What follows belongs to an exercise in optimizing a design on an open flow for small area and a short achievable clock period; a production flow would make more cautious choices. Where RTL was checked, it was by simulation tests only, not by an equivalence proof against the original. Only the layout flow was run in runs 1 to 3; the RTL was not checked for function there.

`flow/design.v`:
```
module fpa_prep (
	input  [26:0] in_A,
	input  [26:0] in_B,
	output [26:0] L,
	output        S_s,
	output [16:0] S_f,
	output [4:0]  d5,
	output        S_z,
	output        a_gt
);
	wire [8:0] dAB = {1'b0, in_A[25:18]} - {1'b0, in_B[25:18]};
	wire [8:0] dBA = {1'b0, in_B[25:18]} - {1'b0, in_A[25:18]};
	assign a_gt = dBA[8];
	assign L = a_gt ? in_A : in_B;
	wire [26:0] S = a_gt ? in_B : in_A;
	wire [7:0] d = a_gt ? dAB[7:0] : dBA[7:0];
	assign S_s = S[26];
	assign S_f = S[17:1];
	assign d5  = (d > 8'd21) ? 5'd31 : d[4:0];
	assign S_z = (S[25:18] == 8'd0);
endmodule
module fpa_core (
	input  [26:0] L,
	input         L_s,
	input         S_s,
	input         sub,
	input  [16:0] S_f,
	input  [4:0]  d5,
	input         S_z,
	output        sgn,
	output [20:0] F,
	output [4:0]  lz,
	output        z
);
	wire [17:0] Lf = {1'b1, L[17:1]};
	wire [17:0] Sf = {1'b1, S_f};
	wire L_z = (L[25:18] == 8'd0);
	wire big = (d5 > 5'd21) | S_z;
	wire [20:0] Lt = L_z ? 21'd0 : {2'b01, L[17:1], L[0] & S_z, 1'b0};
	wire [19:0] Xw = big ? 20'd0 : ({Sf, 2'b00} >> d5);
	reg s;
	integer i;
	always @* begin
		s = 1'b0;
		for (i = 0; i < 18; i = i + 1)
			if ((i + 18 >= d5) && (i + 3 <= d5)) s = s | Sf[i];
	end
	wire st = s & ~big;
	wire [20:0] Ff = sub ? (Lt - {1'b0, Xw} - {20'd0, st}) : (Lt + {1'b0, Xw});
	wire [4:0] lzf = Ff[20] ? 5'd0 : Ff[19] ? 5'd1 : 5'd2;
	wire close = sub & ~S_z & (d5[4:1] == 4'd0);
	wire [19:0] X1 = {1'b0, Lf, 1'b0} - (d5[0] ? {2'b0, Sf} : {1'b0, Sf, 1'b0});
	wire [18:0] X2 = {Sf, 1'b0} - {Lf, 1'b0};
	wire use1 = d5[0] | ~X1[19];
	wire [18:0] R = use1 ? X1[18:0] : X2;
	reg [4:0] lzc;
	always @* begin
		lzc = 5'd19;
		for (i = 0; i < 19; i = i + 1) if (R[i]) lzc = 5'd18 - i;
	end
	assign sgn = (close & ~use1) ? S_s : L_s;
	assign F  = close ? {1'b0, R, 1'b0} : Ff;
	assign lz = close ? lzc + 5'd1 : lzf;
	assign z  = close ? (R == 19'd0) : L_z;
endmodule
module fpa_back (
	input         sgn,
	input  [7:0]  Le,
	input  [20:0] F,
	input  [4:0]  lz,
	input         z,
	output [26:0] out_Sum
);
	wire [20:0] Fn = F << lz;
	wire [7:0] e = Le + 8'd1 - {3'b0, lz};
	assign out_Sum = z ? 27'd0 : {sgn, e, Fn[19:2]};
endmodule
module fpa_front (
	input  [26:0] in_A,
	input  [26:0] in_B,
	output [35:0] pre
);
	wire [26:0] L;
	wire S_s, S_z;
	wire [16:0] S_f;
	wire [4:0] d5;
	fpa_prep p (.in_A(in_A), .in_B(in_B), .L(L), .S_s(S_s), .S_f(S_f), .d5(d5), .S_z(S_z), .a_gt());
	wire sgn, z;
	wire [20:0] F;
	wire [4:0] lz;
	fpa_core c (.L(L), .L_s(L[26]), .S_s(S_s), .sub(L[26] ^ S_s), .S_f(S_f), .d5(d5), .S_z(S_z), .sgn(sgn), .F(F), .lz(lz), .z(z));
	assign pre = {sgn, L[25:18], F, lz, z};
endmodule
module fpa_norm (
	input  [35:0] pre,
	output [26:0] out_Sum
);
	fpa_back b (.sgn(pre[35]), .Le(pre[34:27]), .F(pre[26:6]), .lz(pre[5:1]), .z(pre[0]), .out_Sum(out_Sum));
endmodule
module fp_multi (
	input  [26:0] in_A,
	input  [26:0] in_B,
	output [26:0] out_Prod
);
	wire [35:0] p = {1'b1, in_A[17:1]} * {1'b1, in_B[17:1]};
	wire [8:0] es = in_A[25:18] + in_B[25:18];
	wire [7:0] e = es[7:0] + (p[35] ? 8'd130 : 8'd129);
	wire z = (es < 9'h80) | (in_A[25:18] == 8'd0) | (in_B[25:18] == 8'd0);
	assign out_Prod = z ? 27'd0 : {in_A[26] ^ in_B[26], e, p[35] ? p[34:17] : p[33:16]};
endmodule
module fpm_out #(parameter [7:0] ce = 8'd0) (
	input  [26:0] in_A,
	input  [35:0] p,
	output [26:0] out_Prod
);
	wire [8:0] es = in_A[25:18] + ce;
	wire [7:0] e = es[7:0] + (p[35] ? 8'd130 : 8'd129);
	wire z = (es < 9'h80) | (in_A[25:18] == 8'd0);
	assign out_Prod = z ? 27'd0 : {in_A[26], e, p[35] ? p[34:17] : p[33:16]};
endmodule
module fp_mul_c1 (input [26:0] in_A, output [26:0] out_Prod);
	wire [17:0] x = {1'b1, in_A[17:1]};
	wire [35:0] p = {x, 18'd0} - {x, 15'd0} + {x, 13'd0} - {x, 10'd0} - {x, 8'd0} - {x, 6'd0} - {x, 4'd0};
	fpm_out #(8'd117) o (.in_A(in_A), .p(p), .out_Prod(out_Prod));
endmodule
module fp_mul_c2 (input [26:0] in_A, output [26:0] out_Prod);
	wire [17:0] x = {1'b1, in_A[17:1]};
	wire [35:0] p = {x, 18'd0} - {x, 16'd0} - {x, 14'd0} - {x, 12'd0} + {x, 10'd0} + {x, 2'd0};
	fpm_out #(8'd121) o (.in_A(in_A), .p(p), .out_Prod(out_Prod));
endmodule
module fp_mul_c3 (input [26:0] in_A, output [26:0] out_Prod);
	wire [17:0] x = {1'b1, in_A[17:1]};
	wire [35:0] p = {x, 18'd0} - {x, 14'd0} + {x, 12'd0} + {x, 10'd0} + {x, 8'd0} - {x, 6'd0} - {18'd0, x};
	fpm_out #(8'd125) o (.in_A(in_A), .p(p), .out_Prod(out_Prod));
endmodule
module jh_efield(
	input rst,
	input clock,
	input [26:0] r,				 
	input [26:0] V_right,				 
	input [26:0] V_left,					 
	input [26:0] V_top,		 
	input [26:0] V_bottom,	 
	output [26:0] fdtd_result
);
	wire        tb_gt, tb_Ss, tb_Sz;
	wire [26:0] tb_L;
	wire [16:0] tb_Sf;
	wire [4:0]  tb_d5;
	fpa_prep prep12 (.in_A(V_top), .in_B(V_bottom), .L(tb_L), .S_s(tb_Ss),
	                 .S_f(tb_Sf), .d5(tb_d5), .S_z(tb_Sz), .a_gt(tb_gt));
	wire        rl_Ss, rl_Sz;
	wire [26:0] rl_L;
	wire [16:0] rl_Sf;
	wire [4:0]  rl_d5;
	fpa_prep prep3 (.in_A(V_right), .in_B(V_left), .L(rl_L), .S_s(rl_Ss),
	                .S_f(rl_Sf), .d5(rl_d5), .S_z(rl_Sz), .a_gt());
	reg        s0_tb_gt, s0_tb_Ss, s0_tb_Sz, s0_rl_Ss, s0_rl_Sz;
	reg [26:0] s0_tb_L, s0_rl_L, s0_r;
	reg [16:0] s0_tb_Sf, s0_rl_Sf;
	reg [4:0]  s0_tb_d5, s0_rl_d5;
	always @(posedge clock) begin
		s0_tb_gt <= tb_gt; s0_tb_L <= tb_L; s0_tb_Ss <= tb_Ss; s0_tb_Sf <= tb_Sf;
		s0_tb_d5 <= tb_d5; s0_tb_Sz <= tb_Sz;
		s0_rl_L <= rl_L; s0_rl_Ss <= rl_Ss; s0_rl_Sf <= rl_Sf;
		s0_rl_d5 <= rl_d5; s0_rl_Sz <= rl_Sz;
		s0_r <= r;
	end
	wire sub2 = s0_tb_L[26] ^ s0_tb_Ss;
	wire dL_s = s0_tb_L[26] ^ ~(sub2 | s0_tb_gt);
	wire dS_s = s0_tb_Ss ^ ~(sub2 | ~s0_tb_gt);
	wire top_s = s0_tb_gt ? s0_tb_L[26] : s0_tb_Ss;
	wire        a_sgn, a_z, d_sgn, d_z;
	wire [20:0] a_F, d_F;
	wire [4:0]  a_lz, d_lz;
	fpa_core c_add (.L(s0_tb_L), .L_s(top_s), .S_s(s0_tb_Ss), .sub(1'b0), .S_f(s0_tb_Sf),
	                .d5(s0_tb_d5), .S_z(s0_tb_Sz), .sgn(a_sgn), .F(a_F), .lz(a_lz), .z(a_z));
	fpa_core c_dif (.L(s0_tb_L), .L_s(sub2 ? s0_tb_L[26] : dL_s), .S_s(sub2 ? s0_tb_Ss : dS_s),
	                .sub(1'b1), .S_f(s0_tb_Sf),
	                .d5(s0_tb_d5), .S_z(s0_tb_Sz), .sgn(d_sgn), .F(d_F), .lz(d_lz), .z(d_z));
	wire [26:0] tb_sum = a_z ? 27'd0 : a_F[20] ? {a_sgn, s0_tb_L[25:18] + 8'd1, a_F[19:2]}
	                                           : {a_sgn, s0_tb_L[25:18], a_F[18:1]};
	wire [26:0] tb_dif;
	fpa_back b_dif (.sgn(d_sgn), .Le(s0_tb_L[25:18]), .F(d_F), .lz(d_lz), .z(d_z), .out_Sum(tb_dif));
	wire [26:0] out1 = sub2 ? tb_sum : tb_dif;
	wire [26:0] out2 = sub2 ? tb_dif : tb_sum;
	wire        rl_sgn, rl_z;
	wire [20:0] rl_F;
	wire [4:0]  rl_lz;
	fpa_core c3 (.L(s0_rl_L), .L_s(s0_rl_L[26]), .S_s(s0_rl_Ss), .sub(s0_rl_L[26] ^ s0_rl_Ss),
	             .S_f(s0_rl_Sf), .d5(s0_rl_d5), .S_z(s0_rl_Sz),
	             .sgn(rl_sgn), .F(rl_F), .lz(rl_lz), .z(rl_z));
	wire [26:0] out3;
	fpa_back b3 (.sgn(rl_sgn), .Le(s0_rl_L[25:18]), .F(rl_F), .lz(rl_lz), .z(rl_z), .out_Sum(out3));
	wire [26:0] c1r;
	fp_mul_c1 mul0 (.in_A(s0_r), .out_Prod(c1r));
	reg [26:1] s1_t1, s1_t2, s1_t3, s1_c1r;
	always @(posedge clock) begin
		s1_t1 <= out1[26:1];
		s1_t2 <= out2[26:1];
		s1_t3 <= out3[26:1];
		s1_c1r <= c1r[26:1];
	end
	wire [26:0] out4, out5, out6;
	fp_multi  mul1 (.in_A({s1_t1, 1'b0}), .in_B({s1_c1r, 1'b0}), .out_Prod(out4));
	fp_mul_c2 mul2 (.in_A({s1_t2, 1'b0}), .out_Prod(out5));
	fp_mul_c3 mul3 (.in_A({s1_t3, 1'b0}), .out_Prod(out6));
	reg [26:0] s2_p4, s2_p5, s2_p6;
	always @(posedge clock) begin
		s2_p4 <= out4;
		s2_p5 <= out5;
		s2_p6 <= out6;
	end
	wire [35:0] pre5;
	fpa_front add5 (.in_A(s2_p5), .in_B(s2_p4), .pre(pre5));
	reg [35:0] s3_pre5;
	reg [26:0] s3_p6;
	always @(posedge clock) begin
		s3_pre5 <= pre5;
		s3_p6 <= s2_p6;
	end
	wire [26:0] out7;
	fpa_norm n5 (.pre(s3_pre5), .out_Sum(out7));
	wire [35:0] pre6;
	fpa_front add6 (.in_A(s3_p6), .in_B(out7), .pre(pre6));
	reg [35:0] s4_pre6;
	always @(posedge clock) s4_pre6 <= pre6;
	fpa_norm n6 (.pre(s4_pre6), .out_Sum(fdtd_result));
endmodule
```
`flow/run.sh`:
```
#!/bin/bash
# synth_recipe.tcl (not shown) runs the flow's synth.tcl, then flattens the netlist and writes it again
# the make line also repeats each setting of config.mk as NAME=value (left out here)
make -C /OpenROAD-flow-scripts/flow DESIGN_CONFIG=/design/flow/config.mk WORK_HOME=/design/flow/orfs CLKGATE_MAP_FILE= SYNTH_SCRIPT=/design/flow/synth_recipe.tcl finish
```
`flow/config.mk`:
```
export PLATFORM = sky130hd
export DESIGN_NAME = jh_efield
export DESIGN_NICKNAME = jh_efield
export VERILOG_FILES = /design/flow/design.v
export SDC_FILE = /design/flow/constraint.sdc
export NUM_CORES = 4
export LEC_CHECK = 0
export ABC_AREA = 1
export CAP_MARGIN = 20
export CORE_MARGIN = 2
export CORE_UTILIZATION = 40
export SLEW_MARGIN = 20
```
`flow/constraint.sdc`:
```
create_clock -name core_clock -period 17.0 [get_ports {clock}]
set_input_delay 3.4000 -clock core_clock [delete_from_list [all_inputs] [get_ports {clock}]]
set_output_delay 3.4000 -clock core_clock [all_outputs]
set_load 0.01 [all_outputs]
```
==> run summary, run 1 <==
number of synthesized flops with an enable pin 0; Max Cap Violations 0; Syn Nets 10900; TritonRoute pass-1 iters 8; chip width 403 µm; final hold violation count 0; Max Buffers Root-to-Sink 3; area post-placement 67100 µm²; CTS sink cnt 411; FILL cells between 15000 and 20000; routability cong. 0.953; most common cell in the synthesized netlist nand2_1; # hold bufs at CTS 0; Synth Cell Area 63700 µm²; CTS Buf Count 49; vias in the first global route 57600; # H-tree levels 2; Post-CTS Setup Inserts 0; pre-CTS setup slack approximately 6 ns; setup slack after layout between 5 and 6 ns; slew margin rel. 32.0%; Post-synth top cells nand2_1, inv_1, ha_1, o21ai_0, nor2_1; Die Area 162000 µm²; IO Count 164; die height 403 µm; Wirelength per Cell 16.5 µm; Routed WL 191000 µm; initial antenna violation count 1; Worst Path Class, Setup flop to flop; Tot GR Track Use roughly 23%; Post-layout nets 10900; data arrival time of the worst path 11.76 ns; Slowest-stage cell, CP clkinv_1; CP endpoint kind flop; final-report setup violation count 0; hpwl dp 159000 µm; Worst Path Required 17.55 ns; first-pass GRT wire length slightly above 300000 µm; cell count after synthesis 9477; synth top area cells ha_1, fa_1, dfxtp_1, nand2_1, inv_1; design area a little under 70000 µm²; grt ovf 0; register area roughly 8000 µm²; flop2flop setup slack 5.80 ns; RSZ-0062 raised after global routing no; post-synthesis sequential area ratio roughly 13%; min cycle time layout between 10 and 15 ns; Slowest Stage Delay on Critical Path approximately 0.59 ns; clk slew on worst S/H paths 0.07 ns; Post-Route Setup TNS 0 ns; Worst-Skew Late Latency ~0.66 ns; most frequent CP cell nand2_1; final hold slack 0.317 ns; Initial DRC Count 4183; Max Slew Vio Count 0; area of the multi-input gates between 40000 and 50000 µm²; Synth top area share 15.9%; layout cells sized above 1 under 10%; status complete, no violations; clk root buf clkbuf_16; synthesized flop and latch total 411; area growth from synthesis to layout 8.15%; Vias per Instance ~5.2; antenna-violating nets left 0; worst hold-check path type flop to flop; Worst Tran Pin Value 1.02 ns; Vias 59700; Ys Warns 2; Max Clock Skew 0.0377 ns; Synth area leader ha_1; count of different cell masters after synthesis slightly below 90; number of port buffers 161; Worst setup SP type flop; core region area 158000 µm²; row count 146; Mean Syn Cell Area 6.72 µm²; # DRC 0; asr flop ratio synth 0%; FMAX 89.3 MHz; starting density of the core 40.2%; CTS tree done; fin crit share 65.9%; cts repair resizes 0; largest net degree at the start of global routing slightly above 80; Top FF cell, synth dfxtp_1; Critical Path Fanout Max 34
## logic make-up (layout without fill, tap and decap cells)
| group | count (synthesis) | in the layout | synth area share (%) |
|---|---|---|---|
| adders and majority gates | 1269 | 1269 | 30.4 |
| AOI/OAI and AO/OA | 1879 | 1879 | 16.6 |
| xor gates and xnor gates | 312 | 312 | 4.29 |
| muxes | 31 | 31 | 0.487 |
| other | 1 | 2 | 0.00589 |
| and+or+nand+nor | 3598 | 3598 | 23.4 |
| buffers and inverters | 1976 | 2010 | 12.0 |
| DFF | 411 | 411 | 12.9 |
## cell type report
cell class,instances,share of cell area (%)
Tap cell,2072,3.77
Inverter,1697,9.25
Clock inverter,29,0.620
Multi-Input combinational cell,7090,69.4
Sequential cell,411,12.0
Clock buffer,63,1.97
Antenna cell,1,0.00363
Timing Repair Buffer,221,2.99
## stage by stage
| step | utilization (%) | std cells |
|---|---|---|
| after floorplan | - | 9477 |
| after global placement | 42.4 | 11500 |
| after detailed placement | 42.4 | 11500 |
| after CTS | 43.5 | 11600 |
| after global routing | 43.5 | 11600 |
| final | 43.5 | 11600 |
## state kept, by name (all words and copies together), names as in the netlist, 17 cells and up
name      cells
s1_t1        26
s3_p6        27
s2_p5        27
s0_tb_Sf     17
s2_p6        27
s4_pre6      35
s0_rl_Sf     17
s2_p4        27
s1_t3        26
s0_r         26
s1_t2        26
s3_pre5      35
s0_rl_L      27
s0_tb_L      27
s1_c1r       26
## final timing paths
kind / from / cells after the start / endpoint
worst max-delay path: s3_pre5[3]$_SDFF_PN0_ / 56 / s4_pre6[2]$_DFF_P_
worst min-delay path: s2_p6[5]$_SDFF_PP0_ / 0 / s3_p6[5]$_DFF_P_
worst max register to register: s3_pre5[3]$_SDFF_PN0_ / 56 / s4_pre6[2]$_DFF_P_
worst min register to register: s2_p6[5]$_SDFF_PP0_ / 0 / s3_p6[5]$_DFF_P_
## layout by cell type, fill, tap and decap left out, types with 10 or more instances in the layout
master | netlist | routed
nor3_1 | 70 | 69
a31oi_1 | 57 | 57
o2111ai_1 | 11 | 11
dfxtp_1 | 411 | 411
fa_1 | 460 | 460
o21ai_2 | 19 | 19
a211oi_1 | 34 | 34
inv_2 | 37 | 37
nand2_1 | 2192 | 2190
a22oi_1 | 11 | 11
nor2_2 | 9 | 10
o21bai_1 | 34 | 34
xor2_1 | 218 | 218
o211ai_1 | 47 | 47
xnor2_1 | 94 | 94
nand3_1 | 403 | 403
nor2_1 | 709 | 708
o22ai_1 | 35 | 35
clkinv_1 | 18 | 18
buf_4 | 10 | 59
nand4_1 | 70 | 70
clkbuf_16 | 0 | 49
a221oi_1 | 10 | 10
inv_1 | 1642 | 1642
a21oi_1 | 610 | 610
nand2_2 | 25 | 27
a21o_1 | 30 | 30
o31ai_1 | 26 | 26
o21a_1 | 21 | 21
or2_2 | 32 | 32
clkdlybuf4s50_1 | 0 | 161
nor4_1 | 24 | 24
mux2i_1 | 31 | 31
ha_1 | 809 | 809
o21ai_1 | 67 | 67
o21ai_0 | 782 | 782
o221ai_1 | 16 | 16
a21oi_2 | 10 | 10
## worst max-delay path, delay by kind of cell, from the launching register on
family,cells,cell delay [ns]
AND/OR/NAND/NOR,28,3.92
AO/OA/AOI/OAI,12,2.39
buffers and inverters,10,2.18
flip-flops,1,0.50
XOR/XNOR,1,0.13
adder cells (fa/ha/maj),5,1.99
## layer usage
metal  share of wire, %  track usage [%]  vias to the layer above
met5                  0                0                        -
met4                3.3             7.30                        0
met1                 47             31.8                    27600
li1                   -                -                    30400
met2                 45             38.5                     1505
met3                4.7             2.03                      278
==> run 2: changes to the inputs <==
--- a/flow/design.v
+++ b/flow/design.v
@@ -29,8 +29,10 @@
 	input         S_z,
 	output        sgn,
+	output [7:0]  e,
 	output [20:0] F,
 	output [4:0]  lz,
 	output        z
 );
+	wire [7:0] Le = L[25:18];
 	wire [17:0] Lf = {1'b1, L[17:1]};
 	wire [17:0] Sf = {1'b1, S_f};
@@ -63,8 +65,10 @@
 	assign lz = close ? lzc + 5'd1 : lzf;
 	assign z  = close ? (R == 19'd0) : L_z;
+	wire [7:0] ef = Ff[20] ? Le + 8'd1 : Ff[19] ? Le : Le - 8'd1;
+	assign e  = close ? Le - {3'b0, lzc} : ef;
 endmodule
 module fpa_back (
 	input         sgn,
-	input  [7:0]  Le,
+	input  [7:0]  e,
 	input  [20:0] F,
 	input  [4:0]  lz,
@@ -73,5 +77,4 @@
 );
 	wire [20:0] Fn = F << lz;
-	wire [7:0] e = Le + 8'd1 - {3'b0, lz};
 	assign out_Sum = z ? 27'd0 : {sgn, e, Fn[19:2]};
 endmodule
@@ -87,8 +90,10 @@
 	fpa_prep p (.in_A(in_A), .in_B(in_B), .L(L), .S_s(S_s), .S_f(S_f), .d5(d5), .S_z(S_z), .a_gt());
 	wire sgn, z;
+	wire [7:0] e;
 	wire [20:0] F;
 	wire [4:0] lz;
-	fpa_core c (.L(L), .L_s(L[26]), .S_s(S_s), .sub(L[26] ^ S_s), .S_f(S_f), .d5(d5), .S_z(S_z), .sgn(sgn), .F(F), .lz(lz), .z(z));
-	assign pre = {sgn, L[25:18], F, lz, z};
+	fpa_core c (.L(L), .L_s(L[26]), .S_s(S_s), .sub(L[26] ^ S_s), .S_f(S_f), .d5(d5), .S_z(S_z),
+	            .sgn(sgn), .e(e), .F(F), .lz(lz), .z(z));
+	assign pre = {sgn, e, F, lz, z};
 endmodule
 module fpa_norm (
@@ -96,5 +101,5 @@
 	output [26:0] out_Sum
 );
-	fpa_back b (.sgn(pre[35]), .Le(pre[34:27]), .F(pre[26:6]), .lz(pre[5:1]), .z(pre[0]), .out_Sum(out_Sum));
+	fpa_back b (.sgn(pre[35]), .e(pre[34:27]), .F(pre[26:6]), .lz(pre[5:1]), .z(pre[0]), .out_Sum(out_Sum));
 endmodule
 module fp_multi (
@@ -104,4 +109,40 @@
 );
 	wire [35:0] p = {1'b1, in_A[17:1]} * {1'b1, in_B[17:1]};
+	wire [8:0] es = in_A[25:18] + in_B[25:18];
+	wire [7:0] e = es[7:0] + (p[35] ? 8'd130 : 8'd129);
+	wire z = (es < 9'h80) | (in_A[25:18] == 8'd0) | (in_B[25:18] == 8'd0);
+	assign out_Prod = z ? 27'd0 : {in_A[26] ^ in_B[26], e, p[35] ? p[34:17] : p[33:16]};
+endmodule
+module fp_mul_b8 (
+	input  [26:0] in_A,
+	input  [26:0] in_B,
+	input  [19:0] c3,
+	output [26:0] out_Prod
+);
+	wire [17:0] y  = {1'b1, in_A[17:1]};
+	wire [17:0] cf = {1'b1, in_B[17:1]};
+	wire [18:0] yx = {y, 1'b0};
+	reg  [35:0] row [0:5];
+	reg  [5:0]  s;
+	reg  [19:0] m;
+	reg  [3:0]  g;
+	integer i;
+	always @* begin
+		for (i = 0; i < 6; i = i + 1) begin
+			g = yx[3*i +: 4];
+			s[i] = g[3];
+			case (g)
+				4'b0001, 4'b0010, 4'b1101, 4'b1110: m = {2'b00, cf};
+				4'b0011, 4'b0100, 4'b1011, 4'b1100: m = {1'b0, cf, 1'b0};
+				4'b0101, 4'b0110, 4'b1001, 4'b1010: m = c3;
+				4'b0111, 4'b1000:                   m = {cf, 2'b00};
+				default:                            m = 20'd0;
+			endcase
+			row[i] = {15'd0, ~s[i], m ^ {20{s[i]}}} << (3 * i);
+		end
+	end
+	wire [35:0] negs = {15'd0, s[5], 2'b00, s[4], 2'b00, s[3], 2'b00, s[2], 2'b00, s[1], 2'b00, s[0]};
+	localparam [35:0] K = 36'h0 - 36'h924900000;    
+	wire [35:0] p = row[0] + row[1] + row[2] + row[3] + row[4] + row[5] + {cf, 18'd0} + negs + K;
 	wire [8:0] es = in_A[25:18] + in_B[25:18];
 	wire [7:0] e = es[7:0] + (p[35] ? 8'd130 : 8'd129);
@@ -157,5 +198,5 @@
 	                .S_f(rl_Sf), .d5(rl_d5), .S_z(rl_Sz), .a_gt());
 	reg        s0_tb_gt, s0_tb_Ss, s0_tb_Sz, s0_rl_Ss, s0_rl_Sz;
-	reg [26:0] s0_tb_L, s0_rl_L, s0_r;
+	reg [26:0] s0_tb_L, s0_rl_L;
 	reg [16:0] s0_tb_Sf, s0_rl_Sf;
 	reg [4:0]  s0_tb_d5, s0_rl_d5;
@@ -165,5 +206,14 @@
 		s0_rl_L <= rl_L; s0_rl_Ss <= rl_Ss; s0_rl_Sf <= rl_Sf;
 		s0_rl_d5 <= rl_d5; s0_rl_Sz <= rl_Sz;
-		s0_r <= r;
+	end
+	reg  [26:1] r_q1, c1r_q2;
+	reg  [19:0] c3_q3;
+	wire [26:0] c1r;
+	fp_mul_c1 mul0 (.in_A({r_q1, 1'b0}), .out_Prod(c1r));
+	wire [17:0] c1f = {1'b1, c1r_q2[17:1]};
+	always @(posedge clock) begin
+		r_q1 <= r[26:1];
+		c1r_q2 <= c1r[26:1];
+		c3_q3 <= {2'b00, c1f} + {1'b0, c1f, 1'b0};
 	end
 	wire sub2 = s0_tb_L[26] ^ s0_tb_Ss;
@@ -172,36 +222,34 @@
 	wire top_s = s0_tb_gt ? s0_tb_L[26] : s0_tb_Ss;
 	wire        a_sgn, a_z, d_sgn, d_z;
+	wire [7:0]  a_e, d_e;
 	wire [20:0] a_F, d_F;
 	wire [4:0]  a_lz, d_lz;
 	fpa_core c_add (.L(s0_tb_L), .L_s(top_s), .S_s(s0_tb_Ss), .sub(1'b0), .S_f(s0_tb_Sf),
-	                .d5(s0_tb_d5), .S_z(s0_tb_Sz), .sgn(a_sgn), .F(a_F), .lz(a_lz), .z(a_z));
+	                .d5(s0_tb_d5), .S_z(s0_tb_Sz), .sgn(a_sgn), .e(a_e), .F(a_F), .lz(a_lz), .z(a_z));
 	fpa_core c_dif (.L(s0_tb_L), .L_s(sub2 ? s0_tb_L[26] : dL_s), .S_s(sub2 ? s0_tb_Ss : dS_s),
 	                .sub(1'b1), .S_f(s0_tb_Sf),
-	                .d5(s0_tb_d5), .S_z(s0_tb_Sz), .sgn(d_sgn), .F(d_F), .lz(d_lz), .z(d_z));
-	wire [26:0] tb_sum = a_z ? 27'd0 : a_F[20] ? {a_sgn, s0_tb_L[25:18] + 8'd1, a_F[19:2]}
-	                                           : {a_sgn, s0_tb_L[25:18], a_F[18:1]};
+	                .d5(s0_tb_d5), .S_z(s0_tb_Sz), .sgn(d_sgn), .e(d_e), .F(d_F), .lz(d_lz), .z(d_z));
+	wire [26:0] tb_sum = a_z ? 27'd0 : {a_sgn, a_e, a_F[20] ? a_F[19:2] : a_F[18:1]};
 	wire [26:0] tb_dif;
-	fpa_back b_dif (.sgn(d_sgn), .Le(s0_tb_L[25:18]), .F(d_F), .lz(d_lz), .z(d_z), .out_Sum(tb_dif));
+	fpa_back b_dif (.sgn(d_sgn), .e(d_e), .F(d_F), .lz(d_lz), .z(d_z), .out_Sum(tb_dif));
 	wire [26:0] out1 = sub2 ? tb_sum : tb_dif;
 	wire [26:0] out2 = sub2 ? tb_dif : tb_sum;
 	wire        rl_sgn, rl_z;
+	wire [7:0]  rl_e;
 	wire [20:0] rl_F;
 	wire [4:0]  rl_lz;
 	fpa_core c3 (.L(s0_rl_L), .L_s(s0_rl_L[26]), .S_s(s0_rl_Ss), .sub(s0_rl_L[26] ^ s0_rl_Ss),
 	             .S_f(s0_rl_Sf), .d5(s0_rl_d5), .S_z(s0_rl_Sz),
-	             .sgn(rl_sgn), .F(rl_F), .lz(rl_lz), .z(rl_z));
+	             .sgn(rl_sgn), .e(rl_e), .F(rl_F), .lz(rl_lz), .z(rl_z));
 	wire [26:0] out3;
-	fpa_back b3 (.sgn(rl_sgn), .Le(s0_rl_L[25:18]), .F(rl_F), .lz(rl_lz), .z(rl_z), .out_Sum(out3));
-	wire [26:0] c1r;
-	fp_mul_c1 mul0 (.in_A(s0_r), .out_Prod(c1r));
-	reg [26:1] s1_t1, s1_t2, s1_t3, s1_c1r;
+	fpa_back b3 (.sgn(rl_sgn), .e(rl_e), .F(rl_F), .lz(rl_lz), .z(rl_z), .out_Sum(out3));
+	reg [26:1] s1_t1, s1_t2, s1_t3;
 	always @(posedge clock) begin
 		s1_t1 <= out1[26:1];
 		s1_t2 <= out2[26:1];
 		s1_t3 <= out3[26:1];
-		s1_c1r <= c1r[26:1];
 	end
 	wire [26:0] out4, out5, out6;
-	fp_multi  mul1 (.in_A({s1_t1, 1'b0}), .in_B({s1_c1r, 1'b0}), .out_Prod(out4));
+	fp_mul_b8 mul1 (.in_A({s1_t1, 1'b0}), .in_B({c1r_q2, 1'b0}), .c3(c3_q3), .out_Prod(out4));
 	fp_mul_c2 mul2 (.in_A({s1_t2, 1'b0}), .out_Prod(out5));
 	fp_mul_c3 mul3 (.in_A({s1_t3, 1'b0}), .out_Prod(out6));
==> flow/flow/run.sh (new file) <==
#!/bin/bash
# Layout flow: the standard flow (standard.sh), with one change to synthesis:
# Yosys does not map adders onto the library's full/half-adder cells
# (ADDER_MAP_FILE left empty), so ABC maps that logic together with the rest
# and can time it. Everything else is the standard flow and settings.
set -euo pipefail
cd "$(dirname "$0")/.."
export ADDER_MAP_FILE=
bash standard.sh > standard.log 2>&1
==> flow/standard.sh (new file) <==
#!/bin/bash
# synth_recipe.tcl (not shown) runs the flow's synth.tcl, then flattens the netlist and writes it again
# the make line also repeats each setting of config.mk as NAME=value (left out here)
make -C /OpenROAD-flow-scripts/flow DESIGN_CONFIG=/design/flow/config.mk WORK_HOME=/design/flow/orfs CLKGATE_MAP_FILE= SYNTH_SCRIPT=/design/flow/synth_recipe.tcl "${@:-finish}"
--- a/flow/config.mk
+++ b/flow/config.mk
@@ -9,4 +9,5 @@
 export CAP_MARGIN = 20
 export CORE_MARGIN = 2
-export CORE_UTILIZATION = 40
+export CORE_UTILIZATION = 65
+export SETUP_SLACK_MARGIN = 5
 export SLEW_MARGIN = 20
removed: flow/run.sh
==> run 2 against run 1 <==
Core utilization rose by 26 points; non-clock buffer count down 20; fmax up 34%; via count increased by 36%; critical endpoint is now s3_pre5[34]$_DFF_P_; highest routed layer is now met5.
==> run summary, run 2 <==
Wirelength per Cell 16.5 µm (about the same); status complete, no violations; RSZ-0062 raised after global routing no; final hold violation count 0 (unchanged); cell count after synthesis 12400 (+31%); starting density of the core 65.7% (+25 points); Tot GR Track Use 42.0% (+19 points); hold path start s2_p6[6]$_SDFF_PP0_; CP endpoint kind flop; synthesized flop and latch total 431 (+4.9%); met1 track demand over resource 53.7% (+22 points); most frequent CP cell nand2_1; grt ovf 0 (unchanged); vias in the first global route 72300 (+25%); clk slew on worst S/H paths 0.06 ns (about the same); design area 68600 µm² (-0.42%); fin crit share 49.2% (-17 points); Worst setup SP type flop; Vias per Instance 5.92 (+15%); Synth Cell Area 64900 µm² (+1.9%); Slowest Stage Delay on Critical Path 0.65 ns (+0.06 ns); # H-tree levels 2 (unchanged); M3 GR Usage 9.06% (+7.0 points); Post-layout nets 12500 (+15%); grt met2 use 67.4% (+29 points); die height 320 µm (-21%); hpwl dp 180000 µm (+13%); Worst-Skew Late Latency 0.69 ns (+0.03 ns); Hold Crit Depth 0 (unchanged); Slowest-stage cell, CP nand3_2; Worst Path Class, Setup flop to flop; Vias 81000 (+36%); FMAX 119 MHz (+34%); Initial DRC Count 10100 (+140%); CTS Buf Count 51 (+4.1%); area of the multi-input gates 47900 µm² (+0.15%); slew margin rel. 19.8% (-12 points); Post-Route Setup TNS 0 ns (unchanged); synth top area cells nand2_1, dfxtp_1, inv_1, nor2_1, nand3_1; Post-CTS Setup Inserts 0 (unchanged); most common cell in the synthesized netlist nand2_1; Die Area 102000 µm² (-37%); clk root buf clkbuf_16; Mean Syn Cell Area 5.21 µm² (-22%); top flop regs s3_pre5: 35 flops, s4_pre6: 35 flops; Max Buffers Root-to-Sink 3 (unchanged); area growth from synthesis to layout 5.70%; WHS Endpoint s3_p6[6]$_DFF_P_; pre-CTS setup slack 9.17 ns (+3.19 ns); row count 115 (-21%); flop2flop setup slack 8.63 ns (+2.83 ns); Worst path top cell family by delay simple AND/OR/NAND/NOR gates; area post-placement 66700 µm² (-0.50%); layout cells sized above 1 4.81% (+1.4 points); leading cell type in the layout, fill and taps excluded nand2_1; # hold bufs at CTS 0 (unchanged); first-pass GRT wire length 357000 µm (+17%); min cycle time layout 8.37 ns (-2.83 ns); # DRC 0 (unchanged); Ant. Diodes 0 (-1); CTS tree done; Worst Path Required 17.57 ns (+0.02 ns); asr flop ratio synth 0% (unchanged); most frequent cells in the layout nand2_1, inv_1, nor2_1; initial antenna violation count 2 (+1); Ys Warns 4 (+2); FILL cells 9179 (-45%); post-synthesis sequential area ratio 13.3% (+0.38 points); IO Count 164 (unchanged); Routed WL 226000 µm (+18%); count of different cell masters after synthesis 80 (-8.0%); Post-synth top cells nand2_1, inv_1, nor2_1, nand3_1, o21ai_0; largest net degree at the start of global routing 88 (+8.6%); CTS sink cnt 431 (+4.9%); Synth area leader nand2_1; antenna-violating nets left 0 (unchanged); chip width 320 µm (-21%); register area 8630 µm² (+4.9%); Max Clock Skew 0.0317 ns (-0.00595 ns); Synth top area share 23.1% (+7.2 points); R2R cell count 40 (-29%); Max Cap Violations 0 (unchanged); number of synthesized flops with an enable pin 0 (unchanged); GR peak layer met2; Critical Path Fanout Max 87 (+160%); Max Slew Vio Count 0 (unchanged); number of port buffers 161 (unchanged); Worst R2R End s3_pre5[34]$_DFF_P_; reg-to-reg startpoint s2_p4[21]$_SDFF_PP0_; TritonRoute pass-1 iters 13 (+5); cts repair resizes 0 (unchanged); final-report setup violation count 0 (unchanged); worst hold-check path type flop to flop; Worst Tran Pin Value 1.19 ns (+0.177 ns); Top FF cell, synth dfxtp_1; routability cong. 1.06 (+11%); setup slack after layout 8.63 ns (+2.83 ns); data arrival time of the worst path 8.94 ns (-2.82 ns); Critical path buffers and inverters 5 (-5); core region area 98700 µm² (-38%); Syn Nets 12600 (+16%)
==> run 2: how the worst max path moves through the flow <==
stage | start | to | slack, ns | depth (start not counted)
final | s2_p4[21]$_SDFF_PP0_ | s3_pre5[34]$_DFF_P_ | 8.63 | 40
after global routing | s2_p4[21]$_SDFF_PP0_ | s3_pre5[34]$_DFF_P_ | 8.12 | 40
after CTS | s2_p4[21]$_SDFF_PP0_ | s3_pre5[34]$_DFF_P_ | 9.04 | 40
after detailed placement | s2_p4[21]$_SDFF_PP0_ | s3_pre5[34]$_DFF_P_ | 9.17 | 40
after global placement | s2_p4[21]$_SDFF_PP0_ | s3_pre5[34]$_DFF_P_ | 9.44 | 40
after floorplan | V_left[20] | s0_rl_d5[0]$_SDFF_PN1_ | 11.42 | 16
==> run 2: worst reg2reg max path, delay by kind of cell, from the launching register on <==
family	cells	cell delay, ns
AND/OR/NAND/NOR	31	5.64
buffers and inverters	5	1.09
AO/OA/AOI/OAI	3	1.00
flip-flops	1	0.38
XOR/XNOR	1	0.16
==> run 2: cell type report <==
cell class / instances / area share (%)
multi-input combinational: 9891 / 69.8
sequential: 431 / 12.6
inverter: 1785 / 9.78
timing repair buffer: 201 / 2.82
tap: 1287 / 2.35
clock buffer: 64 / 2.04
clock inverter: 27 / 0.591
==> run 2: per-stage QoR <==
stage | instances | hold slack, ns | utilization [%]
after CTS | 13700 | 0.309 | 69.4
after detailed placement | 13600 | 0.312 | 67.6
after global placement | 13600 | 0.312 | 67.6
final | 13700 | 0.312 | 69.5
after floorplan | 12400 | 0.310 | -
after global routing | 13700 | 0.326 | 69.5
==> run 2: routing by layer <==
metal | vias to the layer above | part of all wire, % | wire (µm)
li1 | 39700 | - | -
met1 | 35800 | 40 | 91100
met2 | 4579 | 43 | 97300
met3 | 880 | 12 | 26600
met4 | 2 | 5.0 | 11200
met5 | - | 0.0040 | 9
==> run 2: logic make-up after synthesis <==
group / synth area share [%]
adder cells (fa/ha/maj): 0.280
multiplexers: 0.343
AO/OA/AOI/OAI: 19.3
XOR/XNOR: 8.41
buffers and inverters: 12.9
AND/OR/NAND/NOR: 45.5
flip-flops: 13.3
==> run 3: changes to the inputs <==
--- a/flow/design.v
+++ b/flow/design.v
@@ -9,13 +9,32 @@
 	output        a_gt
 );
+	fpa_diff  df (.in_A(in_A), .in_B(in_B), .a_gt(a_gt), .d5(d5));
+	fpa_swap  sw (.in_A(in_A), .in_B(in_B), .a_gt(a_gt), .L(L), .S_s(S_s), .S_f(S_f), .S_z(S_z));
+endmodule
+module fpa_diff (
+	input  [26:0] in_A,
+	input  [26:0] in_B,
+	output        a_gt,
+	output [4:0]  d5
+);
 	wire [8:0] dAB = {1'b0, in_A[25:18]} - {1'b0, in_B[25:18]};
 	wire [8:0] dBA = {1'b0, in_B[25:18]} - {1'b0, in_A[25:18]};
 	assign a_gt = dBA[8];
+	wire [7:0] d = a_gt ? dAB[7:0] : dBA[7:0];
+	assign d5  = (d > 8'd21) ? 5'd31 : d[4:0];
+endmodule
+module fpa_swap (
+	input  [26:0] in_A,
+	input  [26:0] in_B,
+	input         a_gt,
+	output [26:0] L,
+	output        S_s,
+	output [16:0] S_f,
+	output        S_z
+);
 	assign L = a_gt ? in_A : in_B;
 	wire [26:0] S = a_gt ? in_B : in_A;
-	wire [7:0] d = a_gt ? dAB[7:0] : dBA[7:0];
 	assign S_s = S[26];
 	assign S_f = S[17:1];
-	assign d5  = (d > 8'd21) ? 5'd31 : d[4:0];
 	assign S_z = (S[25:18] == 8'd0);
 endmodule
@@ -185,26 +204,20 @@
 	output [26:0] fdtd_result
 );
-	wire        tb_gt, tb_Ss, tb_Sz;
-	wire [26:0] tb_L;
-	wire [16:0] tb_Sf;
-	wire [4:0]  tb_d5;
-	fpa_prep prep12 (.in_A(V_top), .in_B(V_bottom), .L(tb_L), .S_s(tb_Ss),
-	                 .S_f(tb_Sf), .d5(tb_d5), .S_z(tb_Sz), .a_gt(tb_gt));
-	wire        rl_Ss, rl_Sz;
-	wire [26:0] rl_L;
-	wire [16:0] rl_Sf;
-	wire [4:0]  rl_d5;
-	fpa_prep prep3 (.in_A(V_right), .in_B(V_left), .L(rl_L), .S_s(rl_Ss),
-	                .S_f(rl_Sf), .d5(rl_d5), .S_z(rl_Sz), .a_gt());
-	reg        s0_tb_gt, s0_tb_Ss, s0_tb_Sz, s0_rl_Ss, s0_rl_Sz;
-	reg [26:0] s0_tb_L, s0_rl_L;
-	reg [16:0] s0_tb_Sf, s0_rl_Sf;
-	reg [4:0]  s0_tb_d5, s0_rl_d5;
-	always @(posedge clock) begin
-		s0_tb_gt <= tb_gt; s0_tb_L <= tb_L; s0_tb_Ss <= tb_Ss; s0_tb_Sf <= tb_Sf;
-		s0_tb_d5 <= tb_d5; s0_tb_Sz <= tb_Sz;
-		s0_rl_L <= rl_L; s0_rl_Ss <= rl_Ss; s0_rl_Sf <= rl_Sf;
-		s0_rl_d5 <= rl_d5; s0_rl_Sz <= rl_Sz;
-	end
+	reg [26:0] s0_top, s0_bot, s0_rgt, s0_lft;
+	always @(posedge clock) begin
+		s0_top <= V_top; s0_bot <= V_bottom;
+		s0_rgt <= V_right; s0_lft <= V_left;
+	end
+	wire       s0_tb_gt, s0_rl_gt;
+	wire [4:0] s0_tb_d5, s0_rl_d5;
+	fpa_diff diff12 (.in_A(s0_top), .in_B(s0_bot), .a_gt(s0_tb_gt), .d5(s0_tb_d5));
+	fpa_diff diff3 (.in_A(s0_rgt), .in_B(s0_lft), .a_gt(s0_rl_gt), .d5(s0_rl_d5));
+	wire        s0_tb_Ss, s0_tb_Sz, s0_rl_Ss, s0_rl_Sz;
+	wire [26:0] s0_tb_L, s0_rl_L;
+	wire [16:0] s0_tb_Sf, s0_rl_Sf;
+	fpa_swap swap12 (.in_A(s0_top), .in_B(s0_bot), .a_gt(s0_tb_gt), .L(s0_tb_L), .S_s(s0_tb_Ss),
+	                 .S_f(s0_tb_Sf), .S_z(s0_tb_Sz));
+	fpa_swap swap3 (.in_A(s0_rgt), .in_B(s0_lft), .a_gt(s0_rl_gt), .L(s0_rl_L), .S_s(s0_rl_Ss),
+	                .S_f(s0_rl_Sf), .S_z(s0_rl_Sz));
 	reg  [26:1] r_q1, c1r_q2;
 	reg  [19:0] c3_q3;
--- a/flow/config.mk
+++ b/flow/config.mk
@@ -9,5 +9,5 @@
 export CAP_MARGIN = 20
 export CORE_MARGIN = 2
-export CORE_UTILIZATION = 65
+export CORE_UTILIZATION = 55
 export SETUP_SLACK_MARGIN = 5
 export SLEW_MARGIN = 20
==> run 3 against run 2 <==
Still clean on timing, DRC and antenna; fmax grew 1.5%; clock skew is 0.0043 ns higher; cell area is 4.6% higher.
==> run summary, run 3 <==
CTS sink cnt 436 (+1.2%); Synth Cell Area 67700 µm² (+4.4%); routability cong. 1.09 (+2.8%); clk root buf clkbuf_16; count of different cell masters after synthesis 96 (+20%); Max Cap Violations 0 (unchanged); Max Buffers Root-to-Sink 3 (unchanged); Routed met2 length 101000 µm (+4.0%); Vias per Instance 5.72 (-3.3%); Synth top area share 24.1% (+1.1 points); R2R cell count 41 (+2.5%); Critical path buffers and inverters 6 (+1); Slowest Stage Delay on Critical Path 0.88 ns (+0.23 ns); largest net degree at the start of global routing 89 (+1.1%); Worst-Skew Late Latency 0.66 ns (-0.03 ns); slew margin rel. 19.9% (+0.093 points); IO Count 164 (unchanged); hpwl dp 199000 µm (+11%); Worst path depth 41 (+2.5%); FMAX 121 MHz (+1.5%); number of port buffers 161 (unchanged); Vias 83500 (+3.2%); most common cell in the synthesized netlist nand2_1; cell count after synthesis 13000 (+4.6%); # DRC 0 (unchanged); most frequent CP cell nand2_1; final hold violation count 0 (unchanged); final-report setup violation count 0 (unchanged); synth top area cells nand2_1, dfxtp_1, inv_1, nor2_1, nand3_1; Mean Syn Cell Area 5.20 µm² (-0.14%); Critical Path Fanout Max 81 (-6.9%); layout cells sized above 1 4.80% (-0.0064 points); post-synthesis sequential area ratio 12.9% (-0.42 points); min cycle time layout 8.25 ns (-0.125 ns); setup slack after layout 8.75 ns (+0.125 ns); die height 355 µm (+11%); TritonRoute pass-1 iters 10 (-3); Post-CTS Setup Inserts 0 (unchanged); Synth area leader nand2_1; Max Slew Vio Count 0 (unchanged); Tot GR Track Use 36.6% (-5.4 points); Worst Path Class, Setup flop to flop; vias in the first global route 74300 (+2.8%); most frequent cells in the layout nand2_1, inv_1, nor2_1; Die Area 126000 µm² (+23%); Initial DRC Count 9262 (-8.7%); Hold Crit Depth 0 (unchanged); Routed WL 242000 µm (+7.0%); clk slew on worst S/H paths 0.06 ns (about the same); data arrival time of the worst path 8.77 ns (-0.17 ns); pre-CTS setup slack 9.04 ns (-0.127 ns); initial antenna violation count 6 (+4); Top FF cell, synth dfxtp_1; number of synthesized flops with an enable pin 0 (unchanged); fin crit share 48.5% (-0.74 points); highest routed metal layer met5; Ys Warns 4 (unchanged); top flop regs s3_pre5: 35 flops, s4_pre6: 35 flops; M1 wire length 105000 µm (+15%); core region area 122000 µm² (+24%); Worst path top cell family by delay simple AND/OR/NAND/NOR gates; Worst Tran Pin Value 1.20 ns (+0.00276 ns); status complete, no violations; cts repair resizes 0 (unchanged); # hold bufs at CTS 0 (unchanged); Worst setup SP type flop; area growth from synthesis to layout 5.87%; chip width 355 µm (+11%); worst hold-check path type flop to flop; Worst Path Required 17.52 ns (-0.05 ns); first-pass GRT wire length 381000 µm (+6.6%); synthesized flop and latch total 436 (+1.2%); Post-layout nets 13100 (+4.6%); Met3 Wirelength 26000 µm (-2.3%); Wirelength per Cell 16.6 µm (+0.26%); CP endpoint kind flop; leading cell type in the layout, fill and taps excluded nand2_1; grt ovf 0 (unchanged); starting density of the core 55.5% (-10 points); # H-tree levels 2 (unchanged); Syn Nets 13200 (+4.5%); CTS tree done; row count 128 (+11%); asr flop ratio synth 0% (unchanged); Max Clock Skew 0.0360 ns (+0.00428 ns); Slowest-stage cell, CP o21ai_0; antenna-violating nets left 0 (unchanged); Post-Route Setup TNS 0 ns (unchanged); Post-synth top cells nand2_1, inv_1, nor2_1, nand3_1, o21ai_0; RSZ-0062 raised after global routing no; CTS Buf Count 49 (-3.9%)
-- run 3: cell types whose count changed after synthesis, sizes merged, moves of 10 or more --
cell    delta
nor2     -113
o22ai     +28
nand4     +78
nand2    +397
xor2      +11
xnor2     -12
or2       -15
nand3    +185
a21o      +12
nor4      +10
inv       +90
o21ai     -66
a21oi     -14
clkbuf    -20
-- run 3: final timing paths --
check                      startpoint                    to  slack, ns
setup / recovery   s0_rgt[22]$_DFF_P_  s1_t3[12]$_SDFF_PP0_       8.75
hold / removal    s2_p6[2]$_SDFF_PP0_      s3_p6[2]$_DFF_P_       0.33
hold reg to reg   s2_p6[2]$_SDFF_PP0_      s3_p6[2]$_DFF_P_       0.33
setup reg to reg   s0_rgt[22]$_DFF_P_  s1_t3[12]$_SDFF_PP0_       8.75
-- run 3: logic make-up (layout without fill, tap and decap cells) --
| family | Yosys count | count (layout) | share of synthesized area, % |
|---|---|---|---|
| xor+xnor | 616 | 616 | 8.01 |
| simple gates | 7610 | 7610 | 47.5 |
| fa+ha+maj | 15 | 15 | 0.222 |
| flops | 436 | 436 | 12.9 |
| buf+inv | 2197 | 2156 | 12.9 |
| compound gates | 2130 | 2130 | 18.2 |
| other cells | 0 | 1 | 0 |
| mux | 15 | 15 | 0.224 |
-- run 3: per-stage QoR --
stage | cell area [µm²] | utilization (%) | hold WS (ns) | std cells
after detailed placement | 69900 | 57.3 | 0.312 | 14500
after global routing | 71700 | 58.8 | 0.331 | 14600
after CTS | 71700 | 58.8 | 0.325 | 14600
after global placement | 69900 | 57.3 | 0.311 | 14500
after floorplan | 67700 | - | 0.310 | 13000
final | 71700 | 58.8 | 0.325 | 14600
-- run 3: final cells by class --
type                    count  area (µm²)
fillers                 12700       50300
multi-input cells       10400       50300
inverters                1869        7030
flip-flops and latches    436        8730
well taps                1625        2030
clock buffers              60        1350
diodes                      1        2.50
repair buffers            195        1870
clock inverters            32         415
-- run 3: layer usage --
metal | global-route usage (%) | up-vias
li1 | - | 41700
met1 | 49.6 | 37200
met2 | 57.0 | 4049
met3 | 7.41 | 648
met4 | 13.9 | 8
met5 | 0 | -
==> run 4: changes to the inputs <==
--- a/flow/design.v
+++ b/flow/design.v
@@ -68,5 +68,5 @@
 	end
 	wire st = s & ~big;
-	wire [20:0] Ff = sub ? (Lt - {1'b0, Xw} - {20'd0, st}) : (Lt + {1'b0, Xw});
+	wire [20:0] Ff = Lt + {sub, Xw ^ {20{sub}}} + {20'd0, sub & ~st};
 	wire [4:0] lzf = Ff[20] ? 5'd0 : Ff[19] ? 5'd1 : 5'd2;
 	wire close = sub & ~S_z & (d5[4:1] == 4'd0);
@@ -274,17 +274,18 @@
 	end
 	wire [35:0] pre5;
+	wire [26:0] out7;
 	fpa_front add5 (.in_A(s2_p5), .in_B(s2_p4), .pre(pre5));
-	reg [35:0] s3_pre5;
-	reg [26:0] s3_p6;
-	always @(posedge clock) begin
-		s3_pre5 <= pre5;
+	fpa_norm n5 (.pre(pre5), .out_Sum(out7));
+	reg [26:0] s3_p7, s3_p6;
+	always @(posedge clock) begin
+		s3_p7 <= out7;
 		s3_p6 <= s2_p6;
 	end
-	wire [26:0] out7;
-	fpa_norm n5 (.pre(s3_pre5), .out_Sum(out7));
 	wire [35:0] pre6;
-	fpa_front add6 (.in_A(s3_p6), .in_B(out7), .pre(pre6));
-	reg [35:0] s4_pre6;
-	always @(posedge clock) s4_pre6 <= pre6;
-	fpa_norm n6 (.pre(s4_pre6), .out_Sum(fdtd_result));
-endmodule
+	wire [26:0] out8;
+	fpa_front add6 (.in_A(s3_p6), .in_B(s3_p7), .pre(pre6));
+	fpa_norm n6 (.pre(pre6), .out_Sum(out8));
+	reg [26:0] s4_out;
+	always @(posedge clock) s4_out <= out8;
+	assign fdtd_result = s4_out;
+endmodule
==> flow/flow/run.sh (replaced) <==
#!/bin/bash
# Layout flow: the standard flow (standard.sh) with two changes:
# - synthesis does not map adders onto the library's full/half-adder cells
#   (ADDER_MAP_FILE left empty), so ABC maps and times that logic with the rest;
# - timing repair (floorplan, CTS and global-route steps) aims for 11.5 ns of
#   setup slack instead of 0 (SETUP_SLACK_MARGIN), so that it works on the
#   paths that set the period the design achieves. The clock period and the
#   constraints are the design's, unchanged.
set -euo pipefail
cd "$(dirname "$0")/.."
export ADDER_MAP_FILE=
export SETUP_SLACK_MARGIN=11.5
bash standard.sh > standard.log 2>&1
--- a/flow/config.mk
+++ b/flow/config.mk
@@ -9,5 +9,4 @@
 export CAP_MARGIN = 20
 export CORE_MARGIN = 2
-export CORE_UTILIZATION = 55
-export SETUP_SLACK_MARGIN = 5
+export CORE_UTILIZATION = 50
 export SLEW_MARGIN = 20
==> run 4 against run 3 <==
Global-route usage rose by 0.22 points; sequential share of layout area down 2.6 points; setup slack improved by 2.3 ns; clock-buffer cell count increased by 2; register-to-register slack gained 2.3 ns; highest routed layer unchanged; still clean on timing, DRC and antenna.
==> run summary, run 4 <==
Critical path buffers and inverters 8 (+2); setup slack after layout 11.05 ns (+2.30 ns); final-report setup violation count 0 (unchanged); Wirelength per Cell 19.2 µm (+16%); area of the multi-input gates 60900 µm² (+21%); Routed WL 279000 µm (+15%); Synth area leader nand2_1; Post-synth top cells nand2_1, inv_1, nor2_1, nand3_1, o21ai_0; Mean Syn Cell Area 5.30 µm² (+1.9%); core region area 125000 µm² (+2.8%); starting density of the core 50.3% (-5.2 points); Worst Path Required 17.62 ns (+0.10 ns); hpwl dp 186000 µm (-6.5%); Worst path top cell family by delay simple AND/OR/NAND/NOR gates; CTS sink cnt 420 (-3.7%); worst hold-check path type flop to flop; antenna-violating nets left 0 (unchanged); TritonRoute pass-1 iters 10 (unchanged); data arrival time of the worst path 6.57 ns (-2.20 ns); slew margin rel. 26.8% (+6.9 points); initial antenna violation count 1 (-5); FILL cells 10300 (-19%); Initial DRC Count 10400 (+12%); Post-layout nets 13000 (-0.54%); Die Area 129000 µm² (+2.4%); pre-CTS setup slack 8.62 ns (-0.423 ns); most common cell in the synthesized netlist nand2_1; Worst-Skew Late Latency 0.68 ns (+0.02 ns); first-pass GRT wire length 391000 µm (+2.7%); Ys Warns 4 (unchanged); area growth from synthesis to layout 43.5%; row count 130 (+1.6%); Max Clock Skew 0.0541 ns (+0.0182 ns); synth top area cells nand2_1, dfxtp_1, inv_1, xor2_1, nand3_1; status complete, no violations; IO Count 164 (unchanged); final hold violation count 0 (unchanged); routability cong. 1.01 (-7.1%); # hold bufs at CTS 0 (unchanged); RSZ-0062 raised after global routing yes; chip width 359 µm (+1.2%); clk root buf clkbuf_16; number of port buffers 161 (unchanged); register area 8620 µm² (-1.2%); FMAX 168 MHz (+39%); CTS Buf Count 48 (-2.0%); Worst Path Class, Setup flop to flop; cell count after synthesis 11900 (-8.6%); CP Launch Point s0_bot[24]$_DFF_P_; Worst setup SP type flop; min cycle time layout 5.95 ns (-2.30 ns); Slowest-stage cell, CP dfxtp_4; Vias 86300 (+3.2%); Critical Path Fanout Max 7 (-91%); Max Slew Vio Count 0 (unchanged); reg-to-reg startpoint s0_bot[24]$_DFF_P_; CTS tree done; Vias per Instance 5.93 (+3.6%); fin crit share 35.0% (-14 points); # DRC 0 (unchanged); Synth top area share 23.5% (-0.61 points); layout cells sized above 1 32.1% (+27 points); largest net degree at the start of global routing 53 (-40%); count of different cell masters after synthesis 94 (-2.1%); most frequent cells in the layout nand2_1, inv_1, nor2_1; Tot GR Track Use 36.8% (+0.22 points); most frequent CP cell nand2_1; asr flop ratio synth 0% (unchanged); Synth Cell Area 63100 µm² (-6.9%); # H-tree levels 2 (unchanged); Syn Nets 12000 (-8.5%); Top FF cell, synth dfxtp_1; CP endpoint kind flop; hold path start s2_p6[15]$_SDFF_PP0_; Ant. Diodes 0 (-1); Max Buffers Root-to-Sink 3 (unchanged); final hold slack 0.318 ns (-0.00712 ns); post-synthesis sequential area ratio 13.3% (+0.44 points); grt ovf 0 (unchanged); Worst Tran Pin Value 1.09 ns (-0.111 ns); clk slew on worst S/H paths 0.06 ns (about the same); synthesized flop and latch total 420 (-3.7%); number of synthesized flops with an enable pin 0 (unchanged); vias in the first global route 74100 (-0.23%); Slowest Stage Delay on Critical Path 0.37 ns (-0.51 ns); leading cell type in the layout, fill and taps excluded nand2_1; Post-Route Setup TNS 0 ns (unchanged); die height 359 µm (+1.2%); Max Cap Violations 0 (unchanged)
run 4: path summary, 6_finish.rpt:
check | slack (ns) | endpoint | depth (start not counted)
worst max register to register | 11.05 | s1_t2[16]$_DFF_P_ | 49
worst min register to register | 0.32 | s3_p6[15]$_DFF_P_ | 0
worst max-delay path | 11.05 | s1_t2[16]$_DFF_P_ | 49
worst min-delay path | 0.32 | s3_p6[15]$_DFF_P_ | 0
run 4: cells by family after synthesis:
family	count (synthesis)	share of synthesized area, %
and+or+nand+nor	6841	46.0
AOI/OAI and AO/OA	1937	17.7
xor gates and xnor gates	734	10.2
adders and majority gates	19	0.304
buffers and inverters	1940	12.3
muxes	7	0.111
DFF	420	13.3
run 4: timing repair:
item	in CTS	in global routing
hold endpoints to repair	0	0
setup endpoints to repair	189	205
pin swaps	351	978
setup buffers	421	510
gates resized for setup	1424	2691
gates cloned	73	25
run 4: through the flow:
stage	instance area, µm²	util, %	cells
2_1_floorplan	63100	-	11900
3_3_place_gp	65400	52.2	13400
3_5_place_dp	65400	52.2	13400
4_1_cts	76200	60.8	14000
5_1_grt	90500	72.2	14600
6_report	90500	72.2	14600
run 4: layout make-up:
class                           instances  area share [%]
Multi-Input combinational cell       9602            67.3
Clock inverter                         23           0.265
Timing Repair inverter                 15           0.148
Tap cell                             1650            2.28
Sequential cell                       420            9.52
Clock buffer                           62            1.46
Inverter                             1630            7.28
Timing Repair Buffer                 1150            11.8
run 4: routing by layer:
layer  GRT usage (%)  vias to the layer above  share of wire, %
met5               0                        -            0.0072
met4            18.2                        2               7.0
met3            5.44                     1361               9.9
met2            60.3                     5158                44
met1            47.1                    39300                39
li1                -                    40400                 -
==> run 5: changes to the inputs <==
==> flow/flow/run.sh (replaced) <==
#!/bin/bash
# Layout flow: the standard flow (standard.sh) with two changes:
# - synthesis does not map adders onto the library's full/half-adder cells
#   (ADDER_MAP_FILE left empty), so ABC maps and times that logic with the rest;
# - timing repair (floorplan, CTS and global-route steps) aims for 10 ns of
#   setup slack instead of 0 (SETUP_SLACK_MARGIN), so that it works on the
#   paths that set the period the design achieves. The clock period and the
#   constraints are the design's, unchanged.
set -euo pipefail
cd "$(dirname "$0")/.."
export ADDER_MAP_FILE=
export SETUP_SLACK_MARGIN=10
bash standard.sh > standard.log 2>&1
==> run 5 against run 4 <==
Synthesized cell count did not move; critical path depth fell by 3; sequential cell count did not move; global-route usage fell by 2.7 points; clock-buffer cell count did not move; area after synthesis did not move.
==> run summary, run 5 <==
cell count after synthesis 11900 (unchanged); final hold slack 0.324 ns (+0.00558 ns); Max Cap Violations 0 (unchanged); Wirelength per Cell 17.2 µm (-10%); final-report setup violation count 0 (unchanged); Vias per Instance 5.64 (-4.9%); count of different cell masters after synthesis 94 (unchanged); dpl cells 13400 (unchanged); CTS sink cnt 420 (unchanged); TritonRoute pass-1 iters 8 (-2); final hold violation count 0 (unchanged); # DRC 0 (unchanged); Worst Tran Pin Value 1.31 ns (+0.226 ns); layout cells sized above 1 6.75% (-25 points); most frequent cells in the layout nand2_1, inv_1, nor2_1; Post-Route Setup TNS 0 ns (unchanged); die height 359 µm (unchanged); Top FF cell, synth dfxtp_1; Post-synth top cells nand2_1, inv_1, nor2_1, nand3_1, o21ai_0; leading cell type in the layout, fill and taps excluded nand2_1; Synth area leader nand2_1; worst hold-check path type flop to flop; Critical Path Fanout Max 18 (+11); Synth top area share 23.5% (unchanged); Vias 77100 (-11%); Syn Nets 12000 (unchanged); routability cong. 1.01 (unchanged); asr flop ratio synth 0% (unchanged); Worst-Skew Late Latency 0.67 ns (about the same); starting density of the core 50.3% (unchanged); data arrival time of the worst path 7.18 ns (+0.61 ns); min cycle time layout 6.64 ns (+0.689 ns); first-pass GRT wire length 363000 µm (-7.3%); Max Slew Vio Count 0 (unchanged); row count 130 (unchanged); clk root buf clkbuf_16; CTS Buf Count 48 (unchanged); synth top area cells nand2_1, dfxtp_1, inv_1, xor2_1, nand3_1; Worst Path Required 17.54 ns (-0.08 ns); Cell Count, Final, Fillers Out 13700 (-6.0%); hpwl dp 186000 µm (unchanged); Ant. Diodes 0 (unchanged); fin util 55.4% (-17 points); IO Count 164 (unchanged); synthesized flop and latch total 420 (unchanged); Worst setup SP type flop; Mean Syn Cell Area 5.30 µm² (unchanged); grt ovf 0 (unchanged); area growth from synthesis to layout 10.2%; FMAX 151 MHz (-10%); status complete, no violations; CP endpoint kind flop; number of synthesized flops with an enable pin 0 (unchanged); Worst Path Class, Setup flop to flop; post-synthesis sequential area ratio 13.3% (unchanged); RSZ-0062 raised after global routing yes; Die Area 129000 µm² (unchanged); Tot GR Track Use 34.1% (-2.7 points); # H-tree levels 2 (unchanged); initial antenna violation count 2 (+1); Ys Warns 4 (unchanged); CTS tree done; Post-layout nets 12100 (-6.7%); largest net degree at the start of global routing 76 (+43%); most common cell in the synthesized netlist nand2_1; chip width 359 µm (unchanged); Routed WL 235000 µm (-16%); Slowest-stage cell, CP dfxtp_2; number of port buffers 161 (unchanged); Max Buffers Root-to-Sink 3 (unchanged); fin crit share 39.0% (+4.1 points); Max Clock Skew 0.0558 ns (+0.00165 ns); vias in the first global route 68500 (-7.6%); Slowest Stage Delay on Critical Path 0.50 ns (+0.13 ns); Initial DRC Count 8098 (-22%); core region area 125000 µm² (unchanged); most frequent CP cell nand2_1; Synth Cell Area 63100 µm² (unchanged); antenna-violating nets left 0 (unchanged); slew margin rel. 12.2% (-15 points); clk slew on worst S/H paths 0.07 ns (about the same)
run 5: stage by stage:
step | instance area, µm² | setup WS [ns]
3_3_place_gp | 65400 | 8.63
4_1_cts | 67600 | 10.01
3_5_place_dp | 65400 | 8.62
5_1_grt | 69500 | 9.92
6_report | 69500 | 10.36
2_1_floorplan | 63100 | 12.24
run 5: worst paths after layout:
kind,start,end,slack [ns],cells past startpoint
setup / recovery,s2_p5[25]$_SDFF_PP0_,s3_p7[13]$_SDFF_PP0_,10.36,46
hold / removal,s2_p6[5]$_SDFF_PP0_,s3_p6[5]$_DFF_P_,0.32,0
setup reg to reg,s2_p5[25]$_SDFF_PP0_,s3_p7[13]$_SDFF_PP0_,10.36,46
hold reg to reg,s2_p6[5]$_SDFF_PP0_,s3_p6[5]$_DFF_P_,0.32,0
run 5: area by class of cell:
class | instances | area, µm²
fill | 13300 | 55900
clock buffer | 62 | 1320
tap | 1650 | 2060
timing repair inverter | 2 | 12.5
multi-input combinational | 9568 | 48100
sequential | 420 | 8420
clock inverter | 23 | 240
inverter | 1630 | 6230
timing repair buffer | 327 | 3150
run 5: layer usage:
layer | global-route usage, % | up-vias | wire, µm
li1 | - | 38500 | -
met1 | 45.6 | 34700 | 102000
met2 | 55.8 | 3266 | 103000
met3 | 4.21 | 553 | 19200
met4 | 13.0 | 2 | 10200
met5 | 0 | - | 20
run 5: cell families (layout without fill, tap and decap cells):
logic type | Yosys count | in the layout | share of synthesized area (%)
xor+xnor | 734 | 734 | 10.2
compound gates | 1937 | 1937 | 17.7
simple gates | 6841 | 6871 | 46.0
mux | 7 | 7 | 0.111
buf+inv | 1940 | 2044 | 12.3
flops | 420 | 420 | 13.3
fa+ha+maj | 19 | 19 | 0.304
run 5: what timing repair did:
| action | 4_1_cts | 5_1_grt |
|---|---|---|
| resized for setup | 57 | 198 |
| setup endpoints to repair | 156 | 155 |
| hold buffers | 0 | 0 |
| setup buffers | 22 | 102 |
| pin swaps | 17 | 38 |
| gates cloned | 13 | 22 |
run 5: critical path, delay by kind of cell, from the launching register on:
kind | cells | cell delay (ns)
DFF | 1 | 0.50
and+or+nand+nor | 34 | 4.61
buffers and inverters | 9 | 1.02
AOI/OAI and AO/OA | 3 | 0.39

==> separate check: timing with driven ports <==
The flow's constraints put no driver on any port. The routed layouts listed below were extracted and timed again, unchanged, in two steps. Step 1 (the two cells are an assumption about what drives the block):
set clk [get_ports {clock}]
set_driving_cell -lib_cell sky130_fd_sc_hd__clkbuf_16 $clk
set_driving_cell -lib_cell sky130_fd_sc_hd__buf_2 [delete_from_list [all_inputs] $clk]
Step 2 times the ports against the registers' clock, not the clock port: input delays grow and output delays shrink by t, the midpoint of the rising clock arrivals with the driver on. Slacks: ideal / step 1 / step 2; pairs: ideal / step 1.
run	t (ns)	setup slack, ns	cell pins on the clock port's net
run 1	0.716	5.797 / 5.797 / 5.797	1
run 2	0.756	8.628 / 8.628 / 8.628	1
run 3	0.727	8.753 / 8.753 / 8.753	1
run 4	0.740	11.050 / 11.050 / 11.050	1
run 5	0.726	10.362 / 10.362 / 10.362	1
After both steps every run listed still meets setup and hold.
